This design comes from an exercise in tuning for small area on the open sky130 flow, not from production work.
In this exercise RTL edits were held to simulation tests only and were not proved equivalent to the original.
Power is estimated from default activity; no workload was simulated.

P:
==> flow/design.v <==
module cpu (
  input  wire        CLK,
  input  wire        PAUSE,
  input  wire        RST,
  input  wire        STEP,
  input  wire [15:0] insn,
  input  wire [15:0] mem_rdata,
  output wire [3:0]  cpuout_regfile_ra,
  output wire [15:0] cpuout_regfile_rd,
  output wire [7:0]  cpuout_PC,
  output reg  [15:0] cpuout_IF_insn,
  output reg  [15:0] cpuout_ID_insn,
  output reg  [15:0] cpuout_EX_insn,
  output reg  [15:0] cpuout_MEM_insn,
  output reg  [15:0] cpuout_WB_insn,
  output wire        cpuout_memupdate,
  output wire [7:0]  cpuout_memaddr,
  output wire [15:0] cpuout_memdata
  );
  reg [5:0] counter;
  always @ (posedge CLK) begin
    if (RST | PAUSE) counter <= 6'd0;
    else counter <= counter + 6'd1;
  end
  reg [5:0] db_counter;
  reg       btn_state;
  always @ (posedge CLK) begin
    if (RST) begin
      btn_state <= 1'b0;
      db_counter <= 6'd0;
    end
    else if (!STEP)
      db_counter <= 6'd0;
    else begin
      db_counter <= db_counter + 6'd1;
      if (&db_counter) btn_state <= ~btn_state;
    end
  end
  wire step_down = STEP & (&db_counter) & ~btn_state;
  reg adv0, adv1, writewindow;
  always @ (posedge CLK) begin
    if (RST) begin
      adv0 <= 1'b0;
      adv1 <= 1'b0;
      writewindow <= 1'b0;
    end
    else begin
      adv0 <= PAUSE ? step_down : (&counter);
      adv1 <= adv0;
      writewindow <= adv1;
    end
  end
  reg [3:0] scanreg;
  always @ (posedge CLK) begin
    if (RST) scanreg <= 4'h0;
    else scanreg <= scanreg + 4'h1;
  end
  wire [3:0] id_op = cpuout_IF_insn[15:12];
  wire [3:0] id_rs = cpuout_IF_insn[11:8];
  wire [3:0] id_rt = cpuout_IF_insn[7:4];
  wire [7:0] id_imm = cpuout_IF_insn[7:0];
  wire [3:0] mem_op = cpuout_EX_insn[15:12];    
  wire [3:0] wb_op = cpuout_MEM_insn[15:12];    
  wire wb_regwrite = (wb_op != 4'b0000) & (wb_op != 4'b0111) & ~wb_op[3]
                   | (wb_op == 4'b1000);
  wire [3:0] wb_wa = (wb_op == 4'b0010) ? cpuout_MEM_insn[11:8] : cpuout_MEM_insn[3:0];
  reg [15:0] wb_val;
  wire we = wb_regwrite & writewindow;
  wire [3:0] rwa1 = (adv0 | adv1 | writewindow) ? (we ? wb_wa : id_rs) : scanreg;
  reg [15:0] ram [0:15];
  wire [15:0] wd = RST ? 16'h0000 : wb_val;
  genvar gi;
  generate
    for (gi = 0; gi < 16; gi = gi + 1) begin : rf
      always @ (posedge CLK) begin
        if (RST | (we & (rwa1 == gi))) ram[gi] <= wd;
      end
    end
  endgenerate
  wire [15:0] rd1 = ram[rwa1];
  wire [15:0] rd2 = ram[id_rt];
  reg [7:0] PC;
  wire zero = ~(|rd1);
  wire taken = (id_op[3:2] == 2'b11) & (id_op[0] ^ zero);
  wire [7:0] pc_next = taken ? (id_op[1] ? rd2[7:0] : id_imm) : PC + 8'd1;
  wire is_sub = (id_op == 4'b0011) | (id_op == 4'b0110);
  wire [15:0] b = (id_op == 4'b0010) ? {{8{id_imm[7]}}, id_imm} : rd2;
  wire [15:0] sum = rd1 + (b ^ {16{is_sub}}) + {15'd0, is_sub};
  reg [15:0] alu;
  always @ (*) begin
    case (id_op)
      4'b0100: alu = rd1 & rd2;
      4'b0101: alu = rd1 | rd2;
      4'b0110: alu = {15'd0, sum[15]};
      4'b1001, 4'b1010: alu = rd1;
      default: alu = sum;
    endcase
  end
  wire [7:0] id_addr = (id_op == 4'b1010) ? id_imm : rd2[7:0];
  always @ (posedge CLK or posedge RST) begin
    if (RST) begin
      PC <= 8'h00;
      cpuout_IF_insn <= 16'h0000;
      cpuout_ID_insn <= 16'h0000;
      cpuout_EX_insn <= 16'h0000;
      cpuout_MEM_insn <= 16'h0000;
      cpuout_WB_insn <= 16'h0000;
    end
    else if (adv1) begin
      PC <= pc_next;
      cpuout_IF_insn <= taken ? 16'h0000 : insn;
      cpuout_ID_insn <= cpuout_IF_insn;
      cpuout_EX_insn <= cpuout_ID_insn;
      cpuout_MEM_insn <= cpuout_EX_insn;
      cpuout_WB_insn <= cpuout_MEM_insn;
    end
  end
  reg [15:0] ex_val;
  reg [7:0]  ex_addr;
  reg [15:0] mem_val;
  reg [7:0]  mem_addr;
  always @ (posedge CLK) begin
    if (adv1) begin
      ex_val <= alu;
      ex_addr <= id_addr;
      mem_val <= ex_val;
      mem_addr <= ex_addr;
    end
  end
  always @ (posedge CLK) begin
    wb_val <= (mem_op == 4'b1000) ? mem_rdata : mem_val;
  end
  assign cpuout_memupdate = writewindow & ((mem_op == 4'b1001) | (mem_op == 4'b1010));
  assign cpuout_memaddr = mem_addr;
  assign cpuout_memdata = mem_val;
  assign cpuout_PC = PC;
  assign cpuout_regfile_ra = scanreg;
  assign cpuout_regfile_rd = rd1;
endmodule
clock: 9.0 ns
lec_check: 0
cap_margin: 5
core_area: 5 5 185 185
die_area: 0 0 190 190
place_density: 0.7
slew_margin: 5
standard.sh (not shown) runs the stock make flow with config.mk's settings and CLKGATE_MAP_FILE= SYNTH_SCRIPT=/design/flow/synth_recipe.tcl, a recipe that flattens the netlist after the stock synthesis.
==> flow/flow/run.sh <==
#!/bin/bash
# Own layout flow: the standard flow (standard.sh) with
#  - an area-oriented ABC script in synthesis (flow/synth.tcl, flow/abc.script),
#  - the smallest buffer on the ports,
#  - a clock tree of small buffers, without dummy loads (CTS_ARGS).
# make's full output goes to flow.log in the work folder; ORFS keeps each
# step's own log under orfs/logs.
set -euo pipefail
W=$(pwd)
export AREA_ABC_SCRIPT=$W/flow/abc.script
export FLOW_SYNTH_TCL=$W/synth_recipe.tcl
export BUFFER_PORTS_ARGS="-buffer_cell sky130_fd_sc_hd__buf_1"
export CTS_ARGS="-sink_clustering_enable -repair_clock_nets -dont_use_dummy_load -buf_list sky130_fd_sc_hd__clkbuf_4 -sink_clustering_size 10 -sink_clustering_max_diameter 40"
sed "s#SYNTH_SCRIPT=[^ ]*#SYNTH_SCRIPT=$W/flow/synth.tcl#" standard.sh > own_standard.sh
grep -q "SYNTH_SCRIPT=$W/flow/synth.tcl" own_standard.sh
bash own_standard.sh finish > $W/flow.log 2>&1
==> flow/flow/abc.script <==
strash
&get -n
&fraig -x
&put
scorr
dc2
strash
&get -n
&dch -f
&nf -R 1000
&put
topo
==> flow/flow/synth.tcl <==
# The standard flow's synthesis (synth_recipe.tcl), with the final ABC mapping run on an
# area-oriented script instead of ORFS's delay-oriented one.
proc abc {args} {
  set i [lsearch -exact $args -script]
  if {$i >= 0} { lset args [expr {$i + 1}] $::env(AREA_ABC_SCRIPT) }
  yosys abc {*}$args
}
source $::env(FLOW_SYNTH_TCL)
P reached the end of the flow, and the finished layout is clean on the timing, DRC and antenna checks.
Here is what was changed in the inputs of Q compared with P.
# P
export LEC_CHECK = 0
export CAP_MARGIN = 5
export CORE_AREA = 5 5 185 185
export DIE_AREA = 0 0 190 190
export PLACE_DENSITY = 0.7
export SLEW_MARGIN = 5
create_clock -name core_clock -period 9.0 [get_ports {CLK}]
# Q
export LEC_CHECK = 0
export CAP_MARGIN = 5
export CORE_AREA = 5 5 175 175
export DIE_AREA = 0 0 180 180
export PLACE_DENSITY = 0.75
export SLEW_MARGIN = 5
create_clock -name core_clock -period 9.0 [get_ports {CLK}]
--- outcome ---
Q: PASS, flow complete, no timing, DRC or antenna violations. Growth of design area from synthesis to finish: Q vs P down 0.42 points. Changes observed in Q relative to P: well tap count went down by 58; total wire length went up by 1.3%. NOTE power dissipated by switching net loads P->Q decreased slightly.
Changes in R relative to Q:
# Q
export LEC_CHECK = 0
export CAP_MARGIN = 5
export CORE_AREA = 5 5 175 175
export DIE_AREA = 0 0 180 180
export PLACE_DENSITY = 0.75
export SLEW_MARGIN = 5
create_clock -name core_clock -period 9.0 [get_ports {CLK}]
# R
export LEC_CHECK = 0
export CAP_MARGIN = 5
export CORE_AREA = 5 5 185 185
export DIE_AREA = 0 0 190 190
export GPL_TIMING_DRIVEN = 0
export PLACE_DENSITY = 0.7
export SLEW_MARGIN = 5
create_clock -name core_clock -period 9.0 [get_ports {CLK}]
R vs Q — portion of total power attributed to the clock network rose 0.5 points.
R vs Q, cell at the slowest stage of the critical path: sky130_fd_sc_hd__and3_1 vs sky130_fd_sc_hd__nor2_1
Looking at post-detailed-routing wire length across Q and R, the one that comes out higher is Q.
Compare Q and R | shortest clock period the worst path allows after layout lower: Q
Summary of R over Q: worst supply voltage drop on vdd saw a decrease, design area saw an increase, power saw an increase.
R against Q: first-pass GRT wire length shrank by about 2.2%; worst-case headroom to the max-slew limit grew by 6.4 points; critical path depth grew by 14; aggregate global-route resource usage shrank by 4.1 points; number of sequential cells in the layout held steady.
Both conditions hold for R: the flow ran to the end and the final layout passed the timing, DRC and antenna checks.
> inputs changed (R -> S)
# R
export LEC_CHECK = 0
export CAP_MARGIN = 5
export CORE_AREA = 5 5 185 185
export DIE_AREA = 0 0 190 190
export GPL_TIMING_DRIVEN = 0
export PLACE_DENSITY = 0.7
export SLEW_MARGIN = 5
create_clock -name core_clock -period 9.0 [get_ports {CLK}]
# S
export LEC_CHECK = 0
export CAP_MARGIN = 20
export CORE_AREA = 5 5 225 225
export DIE_AREA = 0 0 230 230
export PLACE_DENSITY = 0.6
export SLEW_MARGIN = 20
create_clock -name core_clock -period 9.0 [get_ports {CLK}]
Results
From R to S, number of DRC violations after detailed routing did not move at all.
Sequential share of cell area was lower in the run labelled R.
Final critical delay including setup and external delays for S is lower than for R.
S reports a lower arrival time at the worst endpoint than R does.
Share of the synthesized netlist area taken by xor and xnor gates came out exactly the same in S and R.
Changes observed in S relative to R: mux share of post-synthesis cell area stayed essentially flat, worst hold margin stayed essentially flat.
Delta (S minus R): via total after detailed routing fell 0.43%, maximum clock frequency rose about 2%.

==> afterwards: timing with drivers on the ports <==
No port has a modelled driver above. Below, the same layouts with a new extraction and two added sets of constraints. Step 1 assumes that a clkbuf_16 drives the clock port and a buf_2 every other input. Step 2 also shifts input and output timing later by t, the mid clock arrival at the registers, as if the neighbouring blocks saw the same clock. Three values: ideal ports, drivers, drivers and shift; two values: the first two.
run	t, ns	setup slack, ns	latest minus earliest clock arrival (ns)
P	0.764	1.689 / 1.639 / 1.873	0.067 / 0.067
Q	0.746	1.589 / 1.539 / 1.736	0.086 / 0.086
R	0.796	1.380 / 1.380 / 1.380	0.074 / 0.073
S	0.836	1.521 / 1.469 / 1.905	0.107 / 0.107
After both steps setup and hold are still met in every run listed.
